This is an optimization exercise on Yosys and OpenROAD, whose aim is small area, a short achievable clock period and few clock cycles per item, not a production implementation.
Where RTL was checked, it was by simulation tests only, not by an equivalence proof against the original.

==> inputs of wip/xenon <==
Design multipli, start of the top module:
module multipli
#(parameter int N = 32)
(
	input  logic                        CLOCK,
	input  logic                        RESET,
	input  logic                        START,
	input  logic signed [N-1:0]         A,B,
	output logic signed [2*N-1:0]       S,
	output logic                        END_MULT
);
==> flow/config.mk <==
export PLATFORM = sky130hd
export DESIGN_NAME = multipli
export DESIGN_NICKNAME = multipli
export VERILOG_FILES = /design/flow/design.v
export SDC_FILE = /design/flow/constraint.sdc
export NUM_CORES = 4
export LEC_CHECK = 0
export CAP_MARGIN = 20
export CORE_MARGIN = 2
export CORE_UTILIZATION = 40
export SLEW_MARGIN = 20
==> flow/constraint.sdc <==
create_clock -name core_clock -period 5.0 [get_ports {CLOCK}]
set_input_delay 1.0000 -clock core_clock [delete_from_list [all_inputs] [get_ports {CLOCK}]]
set_output_delay 1.0000 -clock core_clock [all_outputs]
set_load 0.01 [all_outputs]
standard.sh (not shown) runs the stock make flow with config.mk's settings and CLKGATE_MAP_FILE= SYNTH_SCRIPT=/design/flow/synth_recipe.tcl, a recipe that flattens the netlist after the stock synthesis.
==> flow/flow/run.sh <==
#!/bin/bash
# Layout flow: the standard flow (standard.sh), with the port buffers
# that global placement inserts made from sky130_fd_sc_hd__buf_1 instead of
# the default pick; the resizer upsizes them where timing or slew needs it.
set -e
export BUFFER_PORTS_ARGS="-buffer_cell sky130_fd_sc_hd__buf_1"
bash standard.sh > standard.log 2>&1
==> wip/tundra: changes against wip/xenon <==
ABC_AREA = 1   (was unset)
==> wip/willow: changes against wip/xenon <==
ABC_AREA = 1   (was unset)
SETUP_SLACK_MARGIN = 1.0   (was unset)
==> notes <==
Between wip/xenon and wip/willow, the lower critical path depth is in wip/xenon (gap 2). wip/xenon completed without violations. wip/tundra finished with timing, DRC and antenna clean. wip/willow produced a clean layout. In sequential cell count, wip/tundra and wip/xenon do not differ. Utilization: wip/tundra is lower than wip/xenon (0.71 points).
Testbench counts of wip/xenon, summed over its fixed seeds: cycles 7,992, items 1,600.
Testbench counts of wip/tundra, summed over its fixed seeds: cycles 7,992, items 1,600.
Testbench counts of wip/willow, summed over its fixed seeds: cycles 7,992, items 1,600.

========
==> try-pepper <==
multipli, a different RTL version from the one above (not shown whole).
clock: 5.0 ns
lec_check: 0
cap_margin: 20
core_margin: 2
core_utilization: 40
slew_margin: 20
run.sh (not shown) runs the stock make flow with config.mk's settings and CLKGATE_MAP_FILE= SYNTH_SCRIPT=/design/flow/synth_recipe.tcl, a recipe that flattens the netlist after the stock synthesis.
Stock flow here: none of the scripts above is used.
==> try-onyx: changes against try-pepper <==
--- a/flow/design.v
+++ b/flow/design.v
@@ -10,29 +10,38 @@
 );
 logic [1:0] COUNT;
 logic [40:0] X, Y;
 logic [23:0] LO;
 logic XB;
 logic go, first, last;
+logic [1:0] NF;     
 assign go    = START & ~END_MULT;
-assign first = (COUNT == 2'd0);
+assign first = ~NF[0];
 assign last  = (COUNT == 2'd3);
-logic [8:0] ab;
-assign ab = first ? {A[7:0], 1'b0} : {LO[7:0], XB};
-logic [3:0] one, two, ng;
+logic [8:0] ab [2];
+always_comb
+    for (int k = 0; k < 2; k++)
+        ab[k] = NF[k] ? {LO[7:0], XB} : {A[7:0], 1'b0};
+logic [3:0] one [2], two [2], ng [2];
 logic [32:0] m [4];
 logic [32:0] Bl, Bh;
 assign Bl = {B[31], B};
 assign Bh = {B, 1'b0};
 always_comb begin
-    for (int i = 0; i < 4; i++) begin
-        one[i] = ab[2*i] ^ ab[2*i+1];
-        two[i] = (ab[2*i+2] & ~ab[2*i+1] & ~ab[2*i]) | (~ab[2*i+2] & ab[2*i+1] & ab[2*i]);
-        ng[i]  = ab[2*i+2] & ~(ab[2*i+1] & ab[2*i]);
-        m[i]   = (({33{one[i]}} & Bl) | ({33{two[i]}} & Bh)) ^ {33{ng[i]}};
-    end
+    for (int k = 0; k < 2; k++)
+        for (int i = 0; i < 4; i++) begin
+            one[k][i] = ab[k][2*i] ^ ab[k][2*i+1];
+            two[k][i] = (ab[k][2*i+2] & ~ab[k][2*i+1] & ~ab[k][2*i]) | (~ab[k][2*i+2] & ab[k][2*i+1] & ab[k][2*i]);
+            ng[k][i]  = ab[k][2*i+2] & ~(ab[k][2*i+1] & ab[k][2*i]);
+        end
+    for (int i = 0; i < 4; i++)
+        for (int j = 0; j < 33; j++) begin
+            int k;
+            k = j * 2 / 33;
+            m[i][j] = ((one[k][i] & Bl[j]) | (two[k][i] & Bh[j])) ^ ng[k][i];
+        end
 end
 logic fa_p0, fa_g0;
 assign fa_p0 = X[0] ^ Y[0];
 assign fa_g0 = X[0] & Y[0];
 logic fa_p1, fa_g1;
 assign fa_p1 = X[1] ^ Y[1];
@@ -810,18 +819,18 @@
 logic fs92;
 logic fc92;
 logic fs93;
 logic fc93;
 logic hs34;
 logic hc34;
-assign hs0 = ng[2] ^ m[0][4];
-assign hc0 = ng[2] & m[0][4];
+assign hs0 = ng[0][2] ^ m[0][4];
+assign hc0 = ng[0][2] & m[0][4];
 assign hs1 = m[0][5] ^ m[1][3];
 assign hc1 = m[0][5] & m[1][3];
-assign fs0 = ng[3] ^ m[0][6] ^ m[1][4];
-assign fc0 = (ng[3] & m[0][6]) | (ng[3] & m[1][4]) | (m[0][6] & m[1][4]);
+assign fs0 = ng[0][3] ^ m[0][6] ^ m[1][4];
+assign fc0 = (ng[0][3] & m[0][6]) | (ng[0][3] & m[1][4]) | (m[0][6] & m[1][4]);
 assign hs2 = m[2][2] ^ m[3][0];
 assign hc2 = m[2][2] & m[3][0];
 assign fs1 = m[0][7] ^ m[1][5] ^ m[2][3];
 assign fc1 = (m[0][7] & m[1][5]) | (m[0][7] & m[2][3]) | (m[1][5] & m[2][3]);
 assign hs3 = m[3][1] ^ ag[7];
 assign hc3 = m[3][1] & ag[7];
@@ -924,14 +933,14 @@
 assign fs26 = ~m[0][32] ^ m[1][30] ^ m[2][28];
 assign fc26 = (~m[0][32] & m[1][30]) | (~m[0][32] & m[2][28]) | (m[1][30] & m[2][28]);
 assign hs28 = m[3][26] ^ ~ag[32];
 assign hc28 = m[3][26] & ~ag[32];
 assign fs27 = 1'b1 ^ m[1][31] ^ m[2][29];
 assign fc27 = (1'b1 & m[1][31]) | (1'b1 & m[2][29]) | (m[1][31] & m[2][29]);
-assign hs29 = ng[1] ^ m[0][2];
-assign hc29 = ng[1] & m[0][2];
+assign hs29 = ng[0][1] ^ m[0][2];
+assign hc29 = ng[0][1] & m[0][2];
 assign hs30 = m[0][3] ^ m[1][1];
 assign hc30 = m[0][3] & m[1][1];
 assign fs28 = m[1][2] ^ m[2][0] ^ hs0;
 assign fc28 = (m[1][2] & m[2][0]) | (m[1][2] & hs0) | (m[2][0] & hs0);
 assign fs29 = m[2][1] ^ hc0 ^ hs1;
 assign fc29 = (m[2][1] & hc0) | (m[2][1] & hs1) | (hc0 & hs1);
@@ -992,14 +1001,14 @@
 assign fs57 = m[3][27] ^ fc26 ^ fs27;
 assign fc57 = (m[3][27] & fc26) | (m[3][27] & fs27) | (fc26 & fs27);
 assign fs58 = ~m[1][32] ^ m[2][30] ^ m[3][28];
 assign fc58 = (~m[1][32] & m[2][30]) | (~m[1][32] & m[3][28]) | (m[2][30] & m[3][28]);
 assign hs31 = 1'b1 ^ m[2][31];
 assign hc31 = 1'b1 & m[2][31];
-assign hs32 = ng[0] ^ m[0][0];
-assign hc32 = ng[0] & m[0][0];
+assign hs32 = ng[0][0] ^ m[0][0];
+assign hc32 = ng[0][0] & m[0][0];
 assign hs33 = m[0][1] ^ ag[1];
 assign hc33 = m[0][1] & ag[1];
 assign fs59 = m[1][0] ^ hs29 ^ ag[2];
 assign fc59 = (m[1][0] & hs29) | (m[1][0] & ag[2]) | (hs29 & ag[2]);
 assign fs60 = hc29 ^ hs30 ^ ag[3];
 assign fc60 = (hc29 & hs30) | (hc29 & ag[3]) | (hs30 & ag[3]);
@@ -1072,16 +1081,18 @@
 assign hs34 = 1'b1 ^ m[3][31];
 assign hc34 = 1'b1 & m[3][31];
 always_ff @(posedge CLOCK or negedge RESET) begin
     if (!RESET) begin
         END_MULT <= 1'b0;
         COUNT    <= '0;
+        NF       <= '0;
     end else begin
         if (go) begin
             COUNT    <= last ? '0 : COUNT + 1'b1;
             END_MULT <= last;
+            NF       <= {2{~last}};
         end else if (!START) begin
             END_MULT <= 1'b0;
         end
     end
 end
 always_ff @(posedge CLOCK) begin
@@ -1169,10 +1180,10 @@
         Y[39] <= 1'b0;
         Y[40] <= 1'b0;
         LO <= first ? A[31:8] : {F[7:0], LO[23:8]};
     end
 end
 always_ff @(posedge CLOCK) begin
-    XB <= first ? A[7] : LO[7];
+    XB <= NF[0] ? LO[7] : A[7];
 end
 assign S = {F[39:0], LO};
 endmodule
==> flow/flow/run.sh (new file) <==
#!/bin/bash
# Layout flow: the standard flow (standard.sh), with the port buffers
# that global placement inserts made from sky130_fd_sc_hd__buf_1 instead of
# the default pick; the resizer upsizes them where timing or slew needs it.
set -e
export BUFFER_PORTS_ARGS="-buffer_cell sky130_fd_sc_hd__buf_1"
bash standard.sh > standard.log 2>&1
==> flow/standard.sh (new file) <==
#!/bin/bash
# synth_recipe.tcl (not shown) runs the flow's synth.tcl, then flattens the netlist and writes it again
# the make line also repeats each setting of config.mk as NAME=value (left out here)
make -C /OpenROAD-flow-scripts/flow DESIGN_CONFIG=/design/flow/config.mk WORK_HOME=/design/flow/orfs CLKGATE_MAP_FILE= SYNTH_SCRIPT=/design/flow/synth_recipe.tcl "${@:-finish}"
removed: flow/run.sh
==> comparison <==
Of try-onyx and try-pepper, try-onyx has the higher sequential share of layout area (gap 2.1 points). In try-onyx the synthesized cell count is higher than in try-pepper, by 0.73%. Final cell count is about the same in try-onyx and try-pepper. Die area: try-pepper is smaller than try-onyx (0.43%).
==> figures <==
quantity                                                                                   try-pepper                 try-onyx
Outcome                                                                       complete, no violations  complete, no violations
Slowest CP cell                                                                       clkdlybuf4s50_1                  a21oi_2
Clock network area share                                                                       2.515%                   2.870%
Proportion of register bits with asynchronous set or reset after synthesis                     2.830%                   3.738%
Reg2reg setup slack                                                                           0.54 ns                  0.64 ns
Post-placement worst setup slack                                                            0.4702 ns                0.5544 ns
Area fraction in and, or, nand and nor cells after synthesis                                   5.673%                   5.382%
# placed instances                                                                               1330                     1329
Core outline area                                                                         26650 sq um              26730 sq um
Fmax                                                                                        212.5 MHz                227.1 MHz
Number of design-rule violations left by the first detailed-router iteration                      598                      664
Testbench counts of try-pepper, summed over its fixed seeds: cycles 7,992, items 1,600.
The RTL of try-onyx was laid out without a check of its function.

========
==> run K: inputs <==
Another version of the RTL of multipli (not shown whole).
## multipli
module multipli
#(parameter int N = 32)
(
	input  logic                        CLOCK,
	input  logic                        RESET,
	input  logic                        START,
	input  logic signed [N-1:0]         A,B,
	output logic signed [2*N-1:0]       S,
	output logic                        END_MULT
);
export LEC_CHECK = 0
export ABC_AREA = 1
export CAP_MARGIN = 20
export CORE_MARGIN = 2
export CORE_UTILIZATION = 55
export SETUP_SLACK_MARGIN = 1.3
export SLEW_MARGIN = 20
create_clock -name core_clock -period 5.0 [get_ports {CLOCK}]
standard.sh (not shown) runs the stock make flow with config.mk's settings and CLKGATE_MAP_FILE= SYNTH_SCRIPT=/design/flow/synth_recipe.tcl, a recipe that flattens the netlist after the stock synthesis.
==> flow/flow/run.sh <==
#!/bin/bash
# Layout flow: the standard flow (standard.sh) with two changes.
# 1. The port buffers that global placement inserts are made from
#    sky130_fd_sc_hd__buf_1 instead of the default pick; the resizer upsizes
#    them where timing or slew needs it.
# 2. After the standard synthesis, flow/fixinv.py removes inverters around
#    the full-adder cells (an adder with all inputs and outputs complemented
#    is the same adder) and swaps gates for their complements where that
#    saves an inverter. Registers are not touched.
# Each tool's output goes to a log of its own in this folder.
set -e
export BUFFER_PORTS_ARGS="-buffer_cell sky130_fd_sc_hd__buf_1"
RES=orfs/results/sky130hd/multipli/base
OR=$(command -v openroad || echo /OpenROAD-flow-scripts/tools/install/OpenROAD/bin/openroad)
bash standard.sh synth > synth.log 2>&1
cp $RES/1_synth.odb $RES/1_synth_std.odb
"$OR" -python -no_init flow/fixinv.py $RES/1_synth_std.odb $RES/1_synth.odb > fixinv.log 2>&1
bash standard.sh > standard.log 2>&1
Other scripts of this flow, unchanged in this note and not shown: flow/flow/fixinv.py
==> run F (differences from run K) <==
--- a/flow/design.v
+++ b/flow/design.v
@@ -15,36 +15,26 @@
 logic go, first, last;
 logic [0:0] NF;     
 assign go    = START & ~END_MULT;
 assign first = ~NF[0];
 assign last  = (COUNT == 2'd3);
-logic [8:0] aa, al;
-assign aa = {A[7:0], 1'b0};
-assign al = {LO[7:0], XB};
-logic [3:0] oneA, twoA, ngA, oneL, twoL, ngL;
-always_comb begin
-    for (int i = 0; i < 4; i++) begin
-        oneA[i] = aa[2*i] ^ aa[2*i+1];
-        twoA[i] = (aa[2*i+2] & ~aa[2*i+1] & ~aa[2*i]) | (~aa[2*i+2] & aa[2*i+1] & aa[2*i]);
-        ngA[i]  = aa[2*i+2] & ~(aa[2*i+1] & aa[2*i]);
-        oneL[i] = al[2*i] ^ al[2*i+1];
-        twoL[i] = (al[2*i+2] & ~al[2*i+1] & ~al[2*i]) | (~al[2*i+2] & al[2*i+1] & al[2*i]);
-        ngL[i]  = al[2*i+2] & ~(al[2*i+1] & al[2*i]);
-    end
-end
-logic [3:0] one [1], two [1], ng [1];
+logic [8:0] ab [1];
 always_comb
-    for (int k = 0; k < 1; k++) begin
-        one[k] = NF[k] ? oneL : oneA;
-        two[k] = NF[k] ? twoL : twoA;
-        ng[k]  = NF[k] ? ngL : ngA;
-    end
+    for (int k = 0; k < 1; k++)
+        ab[k] = NF[k] ? {LO[7:0], XB} : {A[7:0], 1'b0};
+logic [3:0] one [1], two [1], ng [1];
 logic [32:0] m [4];
 logic [32:0] Bl, Bh;
 assign Bl = {B[31], B};
 assign Bh = {B, 1'b0};
 always_comb begin
+    for (int k = 0; k < 1; k++)
+        for (int i = 0; i < 4; i++) begin
+            one[k][i] = ab[k][2*i] ^ ab[k][2*i+1];
+            two[k][i] = (ab[k][2*i+2] & ~ab[k][2*i+1] & ~ab[k][2*i]) | (~ab[k][2*i+2] & ab[k][2*i+1] & ab[k][2*i]);
+            ng[k][i]  = ab[k][2*i+2] & ~(ab[k][2*i+1] & ab[k][2*i]);
+        end
     for (int i = 0; i < 4; i++)
         for (int j = 0; j < 33; j++) begin
             int k;
             k = j * 1 / 33;
             m[i][j] = ((one[k][i] & Bl[j]) | (two[k][i] & Bh[j])) ^ ng[k][i];
- CORE_UTILIZATION: 55 -> 40
- SETUP_SLACK_MARGIN: 1.3 -> 1.0
==> run H (differences from run K) <==
- CORE_UTILIZATION: 55 -> 40
- SETUP_SLACK_MARGIN: 1.3 -> 1.0
==> run R (differences from run K) <==
--- a/flow/design.v
+++ b/flow/design.v
@@ -15,36 +15,26 @@
 logic go, first, last;
 logic [0:0] NF;     
 assign go    = START & ~END_MULT;
 assign first = ~NF[0];
 assign last  = (COUNT == 2'd3);
-logic [8:0] aa, al;
-assign aa = {A[7:0], 1'b0};
-assign al = {LO[7:0], XB};
-logic [3:0] oneA, twoA, ngA, oneL, twoL, ngL;
-always_comb begin
-    for (int i = 0; i < 4; i++) begin
-        oneA[i] = aa[2*i] ^ aa[2*i+1];
-        twoA[i] = (aa[2*i+2] & ~aa[2*i+1] & ~aa[2*i]) | (~aa[2*i+2] & aa[2*i+1] & aa[2*i]);
-        ngA[i]  = aa[2*i+2] & ~(aa[2*i+1] & aa[2*i]);
-        oneL[i] = al[2*i] ^ al[2*i+1];
-        twoL[i] = (al[2*i+2] & ~al[2*i+1] & ~al[2*i]) | (~al[2*i+2] & al[2*i+1] & al[2*i]);
-        ngL[i]  = al[2*i+2] & ~(al[2*i+1] & al[2*i]);
-    end
-end
-logic [3:0] one [1], two [1], ng [1];
+logic [8:0] ab [1];
 always_comb
-    for (int k = 0; k < 1; k++) begin
-        one[k] = NF[k] ? oneL : oneA;
-        two[k] = NF[k] ? twoL : twoA;
-        ng[k]  = NF[k] ? ngL : ngA;
-    end
+    for (int k = 0; k < 1; k++)
+        ab[k] = NF[k] ? {LO[7:0], XB} : {A[7:0], 1'b0};
+logic [3:0] one [1], two [1], ng [1];
 logic [32:0] m [4];
 logic [32:0] Bl, Bh;
 assign Bl = {B[31], B};
 assign Bh = {B, 1'b0};
 always_comb begin
+    for (int k = 0; k < 1; k++)
+        for (int i = 0; i < 4; i++) begin
+            one[k][i] = ab[k][2*i] ^ ab[k][2*i+1];
+            two[k][i] = (ab[k][2*i+2] & ~ab[k][2*i+1] & ~ab[k][2*i]) | (~ab[k][2*i+2] & ab[k][2*i+1] & ab[k][2*i]);
+            ng[k][i]  = ab[k][2*i+2] & ~(ab[k][2*i+1] & ab[k][2*i]);
+        end
     for (int i = 0; i < 4; i++)
         for (int j = 0; j < 33; j++) begin
             int k;
             k = j * 1 / 33;
             m[i][j] = ((one[k][i] & Bl[j]) | (two[k][i] & Bh[j])) ^ ng[k][i];
- ABC_AREA: 1 -> not set
- CORE_UTILIZATION: 55 -> 40
- SETUP_SLACK_MARGIN: 1.3 -> 0.8
==> summary of the runs <==
- Register-to-register slack: run K is better than run H (0.11 ns).
- In run H the clock skew is lower than in run F, by 0.0062 ns.
- Between run F and run R, the lower first-iteration DRC count is in run F (gap 11%, measured against run R).
- Of run F and run R, run F has the higher synthesized area (gap 6.2%, measured against run R).
- In run K the wire length is larger than in run R, by about 1%.
- Fmax: run H is smaller than run K (6.5%).
- Synthesized cell count: run R is smaller than run K (about 20%).
==> figures <==
| metric | run H | run R | run F | run K |
|---|---|---|---|---|
| Result of the run | complete, no violations | complete, no violations | complete, no violations | complete, no violations |
| Worst slack at placement | 0.759 ns | 0.522 ns | 0.666 ns | 0.786 ns |
| Final Cycle Share | 78.1% | 85.1% | 78.2% | 73.0% |
| Total instance count after detailed placement | 1563 | 1286 | 1555 | 1487 |
| Number of setup buffers added after CTS | 0 | 14 | 0 | 3 |
| Placed instance area | 11400 um^2 | 10800 um^2 | 11300 um^2 | 11300 um^2 |
| Layout Skew | 0.0116 ns | 0.0183 ns | 0.0178 ns | 0.0122 ns |
| Detailed-routed wire length on met2 | 13800 um | 13300 um | 14500 um | 13800 um |
| Multi-input logic area | 6670 um^2 | 6690 um^2 | 6710 um^2 | 6990 um^2 |
| Number of vias per cell after detailed routing | 5.18 | 5.70 | 5.26 | 5.55 |
| Critical path data required time | 4.00 ns | 4.00 ns | 5.11 ns | 5.12 ns |
| Die W | 169 um | 165 um | 169 um | 144 um |
| Fin cells | 1580 | 1323 | 1586 | 1525 |
Testbench counts of run K, summed over its fixed seeds: cycles 7,992, items 1,600.
Testbench counts of run F, summed over its fixed seeds: cycles 7,992, items 1,600.
Testbench counts of run H, summed over its fixed seeds: cycles 7,992, items 1,600.
Testbench counts of run R, summed over its fixed seeds: cycles 7,992, items 1,600.

[what the ideal ports hide]
Ports are ideal in the flow. The routed layouts listed here were re-timed in OpenROAD.
Step 1: set_driving_cell puts a clkbuf_16 on CLOCK and a buf_2 on each other input, an assumption about the parent block.
Step 2 also shifts input and output timing later by t, the mid clock arrival at the registers, as if the neighbouring blocks saw the same clock.
Slacks: ideal / step 1 / step 2; pairs: ideal / step 1.
run | t (ns) | slack for setup (ns) | worst hold slack (ns) | worst setup path after step 2
wip/xenon | 0.398 | 0.717 / 0.672 / 0.664 | 0.455 / 0.435 / 0.524 | input to register
wip/tundra | 0.408 | 0.884 / 0.884 / 0.597 | 0.454 / 0.434 / 0.499 | input to register
wip/willow | 0.413 | 1.166 / 1.120 / 0.831 | 0.454 / 0.432 / 0.500 | input to register
try-pepper | 0.405 | 0.295 / 0.247 / 0.441 | 0.587 / 0.587 / 0.587 | input to register
try-onyx | 0.412 | 0.596 / 0.549 / 0.507 | 0.445 / 0.421 / 0.525 | input to register
run K | 0.408 | 1.350 / 1.349 / 0.958 | 0.445 / 0.423 / 0.484 | input to register
run F | 0.411 | 1.092 / 1.092 / 0.792 | 0.435 / 0.410 / 0.501 | input to register
run H | 0.417 | 1.097 / 1.050 / 0.800 | 0.456 / 0.434 / 0.487 | input to register
run R | 0.406 | 0.744 / 0.702 / 0.621 | 0.449 / 0.432 / 0.519 | input to register
After both steps setup and hold are still met in every run listed. For run K, which loses most, drivers alone change the setup slack by -0.001 ns; drivers and shift together by -0.392 ns.
